From an optimization exercise on the open Yosys and OpenROAD flow, aimed at small area, a short achievable clock period and few clock cycles per item; shortcuts taken in it are not production practice.

==> flow/design.v (excerpt) <==
module ELA(clk, rst, in_data, data_rd, req, wen, addr, data_wr, done);
==> module ELA, before the edit <==
module ELA(clk, rst, in_data, data_rd, req, wen, addr, data_wr, done);
	input				clk;
	input				rst;
	input		[7:0]	in_data;
	input		[7:0]	data_rd;
	output reg			req;
	output reg			wen;
	output reg	[9:0]	addr;
	output reg	[7:0]	data_wr;
	output reg			done;
reg				s_start;	 
reg				s_arr;		 
reg				s_wo;		 
reg				s_rt;		 
reg				s_rb;		 
reg				s_w;		 
reg				s_fin;		 
reg		[3:0]	r;			 
reg				head;		 
reg				sel_t2;		 
reg				sel_b1;		 
reg				arr_end;	 
reg				tail;		 
reg				edge_px;	 
reg		[7:0]	t0, t1, t2, b0, b1;
reg		[7:0]	dreg, sreg;	 
reg		[7:0]	best;		 
reg				cur_r;		 
wire	[4:0]	col = addr[4:0];
wire	[3:0]	rm1 = r - 4'd1;
always @(posedge clk or posedge rst) begin
	if (rst) begin
		s_start <= 1'b1;
		s_arr <= 1'b0;
		s_wo <= 1'b0;
		s_rt <= 1'b0;
		s_rb <= 1'b0;
		s_w <= 1'b0;
		s_fin <= 1'b0;
	end else begin
		s_start <= 1'b0;
		s_arr <= s_start || (s_arr && !(arr_end && r != 4'd0)) || (tail && r != 4'd15);
		s_wo <= arr_end && r != 4'd0;
		s_rt <= s_wo || (s_w && !tail);
		s_rb <= s_rt;
		s_w <= s_rb;
		s_fin <= s_fin || (tail && r == 4'd15);
	end
end
always @(posedge clk) begin
	arr_end <= s_arr && !req && (col == 5'd29);
	tail <= s_rb && !head && (col == 5'd0);
	edge_px <= (s_w && col == 5'd31) || (s_rt && edge_px);
	sel_t2 <= s_wo || (s_w && !tail);
	sel_b1 <= s_rb;
	done <= s_fin;
	req <= s_start || (arr_end && r == 4'd0) || (tail && r != 4'd15);
	if (s_start)
		r <= 4'd0;
	else if ((arr_end && r == 4'd0) || tail)
		r <= r + 4'd1;
	if (s_wo)
		head <= 1'b1;
	else if (s_rb && col == 5'd1)
		head <= 1'b0;
	wen <= s_arr || (s_rb && !head) || tail;
end
reg		[4:0]	col_inc;
always @(*) begin
	if (s_rt)
		col_inc = 5'd0;
	else if (s_rb)
		col_inc = 5'd30;
	else if (s_w && !tail)
		col_inc = 5'd3;
	else
		col_inc = 5'd1;
end
always @(posedge clk) begin
	addr[4:0] <= (s_arr && req) ? 5'd0 : col + col_inc;
	addr[5] <= s_rb || tail;
	addr[9:6] <= (s_arr || s_rt) ? r : rm1;
end
always @(posedge clk) begin
	if (s_rb) begin
		t0 <= data_rd;
		t1 <= t0;
		t2 <= t1;
	end
	if (s_w) begin
		b0 <= data_rd;
		b1 <= b0;
	end
end
wire	[7:0]	opa = sel_t2 ? t2 : t0;
wire	[7:0]	opb = sel_b1 ? b1 : b0;
reg		[7:0]	dg, dp, dG, dP;
reg		[7:0]	sg, sp, sG, sP;
reg		[7:0]	absd, avg;
integer			i, k;
always @(*) begin
	dg = opa & ~opb;
	dp = opa ^ ~opb;
	sg = opa & opb;
	sp = opa ^ opb;
	dG = dg;
	dP = dp;
	sG = sg;
	sP = sp;
	for (k = 1; k < 8; k = k * 2) begin
		for (i = 7; i >= k; i = i - 1) begin
			dG[i] = dG[i] | (dP[i] & dG[i-k]);
			dP[i] = dP[i] & dP[i-k];
			sG[i] = sG[i] | (sP[i] & sG[i-k]);
			sP[i] = sP[i] & sP[i-k];
		end
	end
	absd[0] = dp[0] ^ 1'b1;
	for (i = 1; i < 8; i = i + 1)
		absd[i] = dp[i] ^ (dG[i-1] | dP[i-1]);
	if (!(dG[7] | dP[7])) begin
		absd[0] = ~dp[0];
		for (i = 1; i < 8; i = i + 1)
			absd[i] = ~(dp[i] ^ dG[i-1]);
	end
	for (i = 1; i < 8; i = i + 1)
		avg[i-1] = sp[i] ^ sG[i-1];
	avg[7] = sG[7];
end
always @(posedge clk) begin
	dreg <= absd;
	sreg <= avg;
end
wire			cin = s_rb && cur_r;
reg		[7:0]	cG, cP;
always @(*) begin
	cG = best & ~dreg;
	cP = best ^ ~dreg;
	for (k = 1; k < 8; k = k * 2)
		for (i = 7; i >= k; i = i - 1) begin
			cG[i] = cG[i] | (cP[i] & cG[i-k]);
			cP[i] = cP[i] & cP[i-k];
		end
end
wire			win = cG[7] | (cP[7] & cin);
always @(posedge clk) begin
	if (s_w || (s_rt && !edge_px && win)) begin
		best <= dreg;
		cur_r <= s_rt;
	end
	if (s_arr)
		data_wr <= in_data;
	else if (s_w || ((s_rt || s_rb) && !edge_px && win))
		data_wr <= sreg;
end
endmodule
clock: 5.5 ns
lec_check: 0
cap_margin: 20
core_margin: 2
core_utilization: 70
setup_slack_margin: 3.4
slew_margin: 20
tns_end_percent: 5
standard.sh (not shown) runs the stock make flow with config.mk's settings and CLKGATE_MAP_FILE= SYNTH_SCRIPT=/design/flow/synth_recipe.tcl, a recipe that flattens the netlist after the stock synthesis.
==> flow/flow/run.sh <==
#!/bin/bash
# Standard layout, with the port buffers made from buf_2 cells instead of
# the delay buffers buffer_ports picks by default.
set -euo pipefail
export BUFFER_PORTS_ARGS="-buffer_cell sky130_fd_sc_hd__buf_2"
bash standard.sh > standard.log 2>&1
Edit:
--- a/flow/design.v
+++ b/flow/design.v
@@ -12,5 +12,4 @@
 reg				s_start;	 
 reg				s_arr;		 
-reg				s_wo;		 
 reg				s_rt;		 
 reg				s_rb;		 
@@ -19,4 +18,5 @@
 reg		[3:0]	r;			 
 reg				head;		 
+reg				h0;			 
 reg				sel_t2;		 
 reg				sel_b1;		 
@@ -30,9 +30,9 @@
 wire	[4:0]	col = addr[4:0];
 wire	[3:0]	rm1 = r - 4'd1;
+wire			go_int = arr_end && (r != 4'd0);	 
 always @(posedge clk or posedge rst) begin
 	if (rst) begin
 		s_start <= 1'b1;
 		s_arr <= 1'b0;
-		s_wo <= 1'b0;
 		s_rt <= 1'b0;
 		s_rb <= 1'b0;
@@ -42,6 +42,5 @@
 		s_start <= 1'b0;
 		s_arr <= s_start || (s_arr && !(arr_end && r != 4'd0)) || (tail && r != 4'd15);
-		s_wo <= arr_end && r != 4'd0;
-		s_rt <= s_wo || (s_w && !tail);
+		s_rt <= go_int || (s_w && !tail);
 		s_rb <= s_rt;
 		s_w <= s_rb;
@@ -53,5 +52,5 @@
 	tail <= s_rb && !head && (col == 5'd0);
 	edge_px <= (s_w && col == 5'd31) || (s_rt && edge_px);
-	sel_t2 <= s_wo || (s_w && !tail);
+	sel_t2 <= go_int || (s_w && !tail);
 	sel_b1 <= s_rb;
 	done <= s_fin;
@@ -61,9 +60,13 @@
 	else if ((arr_end && r == 4'd0) || tail)
 		r <= r + 4'd1;
-	if (s_wo)
+	if (go_int)
+		h0 <= 1'b1;
+	else if (s_rb)
+		h0 <= 1'b0;
+	if (go_int)
 		head <= 1'b1;
 	else if (s_rb && col == 5'd1)
 		head <= 1'b0;
-	wen <= s_arr || (s_rb && !head) || tail;
+	wen <= (s_arr && !go_int) || (s_rb && (!head || h0)) || tail;
 end
 reg		[4:0]	col_inc;
@@ -72,7 +75,9 @@
 		col_inc = 5'd0;
 	else if (s_rb)
-		col_inc = 5'd30;
+		col_inc = h0 ? 5'd31 : 5'd30;
 	else if (s_w && !tail)
-		col_inc = 5'd3;
+		col_inc = head ? 5'd2 : 5'd3;
+	else if (go_int)
+		col_inc = 5'd2;
 	else
 		col_inc = 5'd1;
@@ -80,6 +85,6 @@
 always @(posedge clk) begin
 	addr[4:0] <= (s_arr && req) ? 5'd0 : col + col_inc;
-	addr[5] <= s_rb || tail;
-	addr[9:6] <= (s_arr || s_rt) ? r : rm1;
+	addr[5] <= (s_rb && !h0) || tail;
+	addr[9:6] <= ((s_arr && !go_int) || s_rt || (s_rb && h0)) ? r : rm1;
 end
 always @(posedge clk) begin
@@ -146,5 +151,5 @@
 wire			win = cG[7] | (cP[7] & cin);
 always @(posedge clk) begin
-	if (s_w || (s_rt && !edge_px && win)) begin
+	if (s_w || (s_rt && !edge_px && !h0 && win)) begin
 		best <= dreg;
 		cur_r <= s_rt;
@@ -152,5 +157,5 @@
 	if (s_arr)
 		data_wr <= in_data;
-	else if (s_w || ((s_rt || s_rb) && !edge_px && win))
+	else if (s_w || ((s_rt || s_rb) && !edge_px && !h0 && win))
 		data_wr <= sreg;
 end
=> The new run finished clean; synthesized cell count stays the same; design area decreases by 1.7%; die area went down by about 0.4%; wire length grows by 1.1%; first-iteration DRC count went down by 15%; hold slack gains 19 ps; global-route usage climbs by 1.4 points; worst setup slack got worse by 200 ps; maximum frequency shrinks by about 8%; non-clock buffer count came out higher by 7.
No run of this note included a check of the RTL's function; only the layout flow was run.

-- port drivers added, routing unchanged --
The results above use ideal ports. As a check the final layouts listed here were re-extracted and re-timed, cells and wires unchanged. Step 1, drivers: a clkbuf_16 drives clk and a buf_2 each remaining input, both assumed. Step 2 moves the port delays by t, midway between the first and last clock arrival at a register: inputs arrive t later, outputs are due t later. That takes back most of the time a late clock gives input paths. Three values: no drivers, after step 1, after step 2; two values: the first two.
run | t (ns) | setup slack, ns | worst hold slack (ns) | worst data-port slew with drivers (ns)
the first run | 0.389 | 3.216 / 3.216 / 3.216 | 0.382 / 0.382 / 0.382 | 0.04
the second run | 0.391 | 3.019 / 3.019 / 3.019 | 0.401 / 0.401 / 0.401 | 0.03
After both steps every run listed still meets setup and hold.
